Background: an optimization exercise with open tools, aiming at small area, a short achievable clock period and few clock cycles per item. Do not read the settings as production practice.
RTL that was checked went through simulation tests only; none was proved equivalent to the original.

Design fir_1, start of the top module:
module fir_1(
    input clk,
    input reset_p,
    input [15:0]x,
    input act,
    output reg [15:0]y,
    output ready
    );
==> flow/config.mk <==
export PLATFORM = sky130hd
export DESIGN_NAME = fir_1
export DESIGN_NICKNAME = fir_1
export VERILOG_FILES = /design/flow/design.v
export SDC_FILE = /design/flow/constraint.sdc
export NUM_CORES = 4
export LEC_CHECK = 0
export ABC_AREA = 1
export CAP_MARGIN = 20
export CORE_MARGIN = 2
export CORE_UTILIZATION = 40
export CTS_BUF_LIST = sky130_fd_sc_hd__clkbuf_16
export CTS_CLUSTER_DIAMETER = 120
export CTS_CLUSTER_SIZE = 26
export SLEW_MARGIN = 20
export SYNTH_HIERARCHICAL = 1
export SYNTH_MINIMUM_KEEP_SIZE = 0
==> flow/constraint.sdc <==
create_clock -name core_clock -period 10.0 [get_ports {clk}]
set_input_delay 2.0000 -clock core_clock [delete_from_list [all_inputs] [get_ports {clk}]]
set_output_delay 2.0000 -clock core_clock [all_outputs]
set_load 0.01 [all_outputs]
standard.sh (not shown) runs the stock make flow with config.mk's settings and CLKGATE_MAP_FILE= SYNTH_SCRIPT=/design/flow/synth_recipe.tcl, a recipe that flattens the netlist after the stock synthesis.
==> flow/flow/run.sh <==
#!/bin/bash
set -euo pipefail
bash standard.sh SETUP_SLACK_MARGIN=6.0 finish > standard.log 2>&1
Testbench counts at the start, summed over its fixed seeds: cycles 3,200, items 3,200.
==> next run, changes <==
==> flow/flow/run.sh (replaced) <==
#!/bin/bash
set -euo pipefail
bash standard.sh SETUP_SLACK_MARGIN=5.6 finish > standard.log 2>&1
- CTS_CLUSTER_DIAMETER: 120 -> 150
- CTS_CLUSTER_SIZE: 26 -> 20
What happened:
- global-route usage fell by 0.39 points
- flip-flop and latch count is unchanged
- final area fell by 3.8%
==> next run, changes <==
==> flow/flow/run.sh (replaced) <==
#!/bin/bash
set -euo pipefail
bash standard.sh SETUP_SLACK_MARGIN=6.0 finish > standard.log 2>&1
- CORE_UTILIZATION: 40 -> 55
Result: Routed wire length rose by 8.3%. Die area goes down by 27%. Flip-flop and latch count stays the same. Cell area increases by 2.4%. Worst setup slack gets better by 42 ps.

* * *

## run 1
Another version of the RTL of fir_1 (not shown whole).
Size: about 1700 cells after synthesis, ~260 flip-flops, roughly 36 I/O pins.
==> flow/config.mk <==
export PLATFORM = sky130hd
export DESIGN_NAME = fir_1
export DESIGN_NICKNAME = fir_1
export VERILOG_FILES = /design/flow/design.v
export SDC_FILE = /design/flow/constraint.sdc
export NUM_CORES = 4
export LEC_CHECK = 0
export CAP_MARGIN = 20
export CORE_MARGIN = 2
export CORE_UTILIZATION = 40
export SLEW_MARGIN = 20
export SYNTH_HIERARCHICAL = 1
export SYNTH_MINIMUM_KEEP_SIZE = 0
==> flow/constraint.sdc <==
create_clock -name core_clock -period 10.0 [get_ports {clk}]
set_input_delay 2.0000 -clock core_clock [delete_from_list [all_inputs] [get_ports {clk}]]
set_output_delay 2.0000 -clock core_clock [all_outputs]
set_load 0.01 [all_outputs]
run.sh (not shown) runs the stock make flow with config.mk's settings and CLKGATE_MAP_FILE= SYNTH_SCRIPT=/design/flow/synth_recipe.tcl, a recipe that flattens the netlist after the stock synthesis.
Stock flow here: none of the scripts above is used.
Run 1: full flow OK, the timing, design-rule and antenna checks passed
The following lists how run 2 was set up differently from run 1:
Settings: putting SETUP_SLACK_MARGIN at 3 where nothing was set.
Run 2: PASS, flow complete, no timing, DRC or antenna violations
Run 2 vs. run 1: number of buffers and inverters on the critical path increased by 1 relative to the old numbers.
On clock transition at the register clock pins on the worst setup and hold paths after CTS, run 2 and run 1 are neck and neck.
Per the comparison of run 2 with run 1, adder and majority gate portion of the synthesized area closely matched the old numbers; wire length down 0.99%; tightest hold margin went down by 0.0054 ns; I/O pin total about even; detailed-routed wire length on met2 level.
Routed via count divided by cell count: higher on run 1
STATUS design area: run 2 wins against run 1
Function was not checked in any run of this note: the RTL went through the layout flow alone.

* * *

Another version of the RTL of fir_1 (not shown whole).
Size: ~2500 cells after synthesis, about 36 I/O pins, about 24000 µm² of cells after synthesis.
==> flow/config.mk <==
export PLATFORM = sky130hd
export DESIGN_NAME = fir_1
export DESIGN_NICKNAME = fir_1
export VERILOG_FILES = /design/flow/design.v
export SDC_FILE = /design/flow/constraint.sdc
export NUM_CORES = 4
export LEC_CHECK = 0
export ABC_AREA = 1
export CAP_MARGIN = 20
export CORE_MARGIN = 2
export CORE_UTILIZATION = 40
export CTS_BUF_LIST = sky130_fd_sc_hd__clkbuf_16
export CTS_CLUSTER_DIAMETER = 150
export CTS_CLUSTER_SIZE = 20
export SLEW_MARGIN = 20
export SYNTH_HIERARCHICAL = 1
export SYNTH_MINIMUM_KEEP_SIZE = 0
==> flow/constraint.sdc <==
create_clock -name core_clock -period 10.0 [get_ports {clk}]
set_input_delay 2.0000 -clock core_clock [delete_from_list [all_inputs] [get_ports {clk}]]
set_output_delay 2.0000 -clock core_clock [all_outputs]
set_load 0.01 [all_outputs]
standard.sh (not shown) runs the stock make flow with config.mk's settings and CLKGATE_MAP_FILE= SYNTH_SCRIPT=/design/flow/synth_recipe.tcl, a recipe that flattens the netlist after the stock synthesis.
==> flow/flow/run.sh <==
#!/bin/bash
set -euo pipefail
bash standard.sh SETUP_SLACK_MARGIN=5.6 finish > standard.log 2>&1
The first run completed without violations.
Testbench counts at the start, summed over its fixed seeds: cycles 3,200, items 3,200.
==> next run, changes <==
==> flow/run.sh (new file) <==
#!/bin/bash
# synth_recipe.tcl (not shown) runs the flow's synth.tcl, then flattens the netlist and writes it again
# the make line also repeats each setting of config.mk as NAME=value (left out here)
make -C /OpenROAD-flow-scripts/flow DESIGN_CONFIG=/design/flow/config.mk WORK_HOME=/design/flow/orfs CLKGATE_MAP_FILE= SYNTH_SCRIPT=/design/flow/synth_recipe.tcl finish
--- a/flow/config.mk
+++ b/flow/config.mk
@@ -10,7 +10,5 @@
 export CORE_MARGIN = 2
 export CORE_UTILIZATION = 40
-export CTS_BUF_LIST = sky130_fd_sc_hd__clkbuf_16
-export CTS_CLUSTER_DIAMETER = 150
-export CTS_CLUSTER_SIZE = 20
+export SETUP_SLACK_MARGIN = 5
 export SLEW_MARGIN = 20
 export SYNTH_HIERARCHICAL = 1
removed: flow/flow/run.sh
removed: flow/standard.sh
=>
- non-clock buffer count falls by 67
- routed wire length fell by about 1.9%
- sequential share of layout area is about the same
- sequential cell count does not change
- clock skew fell by 0.029 ns

* * *

RTL: one of the versions met above, not the one the previous note started from.
For scale: about 26000 um^2 of cells after synthesis.
clock: 10.0 ns
lec_check: 0
cap_margin: 20
core_margin: 2
core_utilization: 40
cts_buf_list: sky130_fd_sc_hd__clkbuf_16
cts_cluster_diameter: 150
cts_cluster_size: 20
slew_margin: 20
synth_hierarchical: 1
synth_minimum_keep_size: 0
==> flow/flow/run.sh <==
#!/bin/bash
set -euo pipefail
bash standard.sh SETUP_SLACK_MARGIN=6.0 finish > standard.log 2>&1
Testbench counts at the start, summed over its fixed seeds: cycles 3,200, items 3,200.
Rerun with:
==> flow/flow/run.sh (replaced) <==
#!/bin/bash
set -euo pipefail
bash standard.sh SETUP_SLACK_MARGIN=6.3 finish > standard.log 2>&1
--- a/flow/config.mk
+++ b/flow/config.mk
@@ -7,2 +7,3 @@
 export LEC_CHECK = 0
+export ABC_AREA = 1
 export CAP_MARGIN = 20
Critical path depth increases by 2.
Design area increases by 6.6%.
Via count went up by 25%.
Worst setup slack gains 0.67 ns.
Core utilization increases by 1.2 points.
Clock skew is higher by 0.021 ns.
Rerun with:
==> flow/flow/run.sh (replaced) <==
#!/bin/bash
set -euo pipefail
bash standard.sh SETUP_SLACK_MARGIN=6.0 finish > standard.log 2>&1
--- a/flow/config.mk
+++ b/flow/config.mk
@@ -14,2 +14,3 @@
 export CTS_CLUSTER_SIZE = 20
+export GPL_ROUTABILITY_DRIVEN = 0
 export SLEW_MARGIN = 20
Cell count went down by 0.86%.
Setup slack degrades by 0.018 ns.
Global-route usage went down by 0.80 points.
Area after synthesis stays the same.
Wire length went down by 3.9%.
Utilization went down by 0.77 points.
Flip-flop and latch count does not change.
Clock-buffer cell count stays the same.
Hold slack stays flat.
Non-clock buffer count went down by 28.

* * *

== run A ==
Another version of the RTL of fir_1 (not shown whole).
Size in the first run: roughly 1800 cells after synthesis, about 23000 µm² of cells after synthesis.
clock: 10.0 ns
lec_check: 0
cap_margin: 20
core_margin: 2
core_utilization: 40
setup_slack_margin: 5
slew_margin: 20
synth_hierarchical: 1
synth_minimum_keep_size: 0
run.sh (not shown) runs the stock make flow with config.mk's settings and CLKGATE_MAP_FILE= SYNTH_SCRIPT=/design/flow/synth_recipe.tcl, a recipe that flattens the netlist after the stock synthesis.
Stock flow here: none of the scripts above is used.
Testbench counts of run A, summed over its fixed seeds: cycles 3,200, items 3,200.
The inputs of run B differ from those of run A as listed below.
- setting ABC_AREA to 1 for the first time
- changing CORE_UTILIZATION from 40 to 55
Results
Comparing run A and run B, the lower TritonCTS buffer count was measured on run A. The number of clock buffers in the layout of run B is higher than that of run A. In the reports for run A and run B, the larger instance count after placement with tap cells included belongs to run B. Sort run A and run B by fraction of the mapped netlist area in compound gates asc -> top: run B. Lower transition time at the pin with the least slew margin was reported by run B, not run A. Looking at first-pass GRT wire length across both flows, run B is the weaker of the two, with run A ahead. Run A ended up with sky130_fd_sc_hd__fa_1 as its commonest non-fill, non-tap cell in the layout; run B ended up with sky130_fd_sc_hd__nand2_1. The post-synthesis xor/xnor area fraction of run B is lower than that of run A.

what the ideal ports hide:
In the flow no input, the clock included, has a driving cell. The finished layouts below were timed again as built, in two steps.
Step 1: set_driving_cell puts a clkbuf_16 on clk and a buf_2 on each other input, an assumption about the parent block.
Step 2, shift: input delay + t, output delay - t, t = (earliest + latest rising clock arrival at the registers) / 2. This alone moves slack from input paths to output paths.
a / b / c = ideal ports / drivers / drivers and shift; a / b = the first two.
run	t (ns)	setup slack, ns	latest minus earliest clock arrival (ns)	slew at the worst register clock pin (ns)	cell pins on the clock port's net
the first run of note 1	0.602	5.906 / 5.900 / 5.298	0.029 / 0.028	0.11 / 0.11	1
the second run of note 1	0.615	5.707 / 5.707 / 5.200	0.028 / 0.027	0.11 / 0.11	1
the third run of note 1	0.617	5.748 / 5.748 / 5.204	0.028 / 0.027	0.10 / 0.10	1
run 1	0.647	3.901 / 3.935 / 3.288	0.017 / 0.016	0.07 / 0.07	1
run 2	0.644	4.012 / 4.045 / 3.401	0.019 / 0.020	0.07 / 0.07	1
the first run of note 3	0.589	5.185 / 5.185 / 4.686	0.045 / 0.045	0.10 / 0.10	1
the second run of note 3	0.617	5.168 / 5.168 / 4.705	0.016 / 0.016	0.06 / 0.06	1
the first run of note 4	0.598	5.190 / 5.190 / 4.666	0.014 / 0.014	0.09 / 0.09	1
the second run of note 4	0.613	5.862 / 5.862 / 5.319	0.033 / 0.033	0.10 / 0.10	1
the third run of note 4	0.587	5.844 / 5.865 / 5.278	0.036 / 0.036	0.10 / 0.10	1
run A	0.657	4.787 / 4.787 / 4.183	0.012 / 0.012	0.06 / 0.06	1
run B	0.611	5.126 / 5.153 / 4.552	0.034 / 0.035	0.07 / 0.07	1
After both steps every run listed still meets setup and hold. For run 1, which loses most, drivers alone change the setup slack by +0.034 ns; drivers and shift together by -0.613 ns.
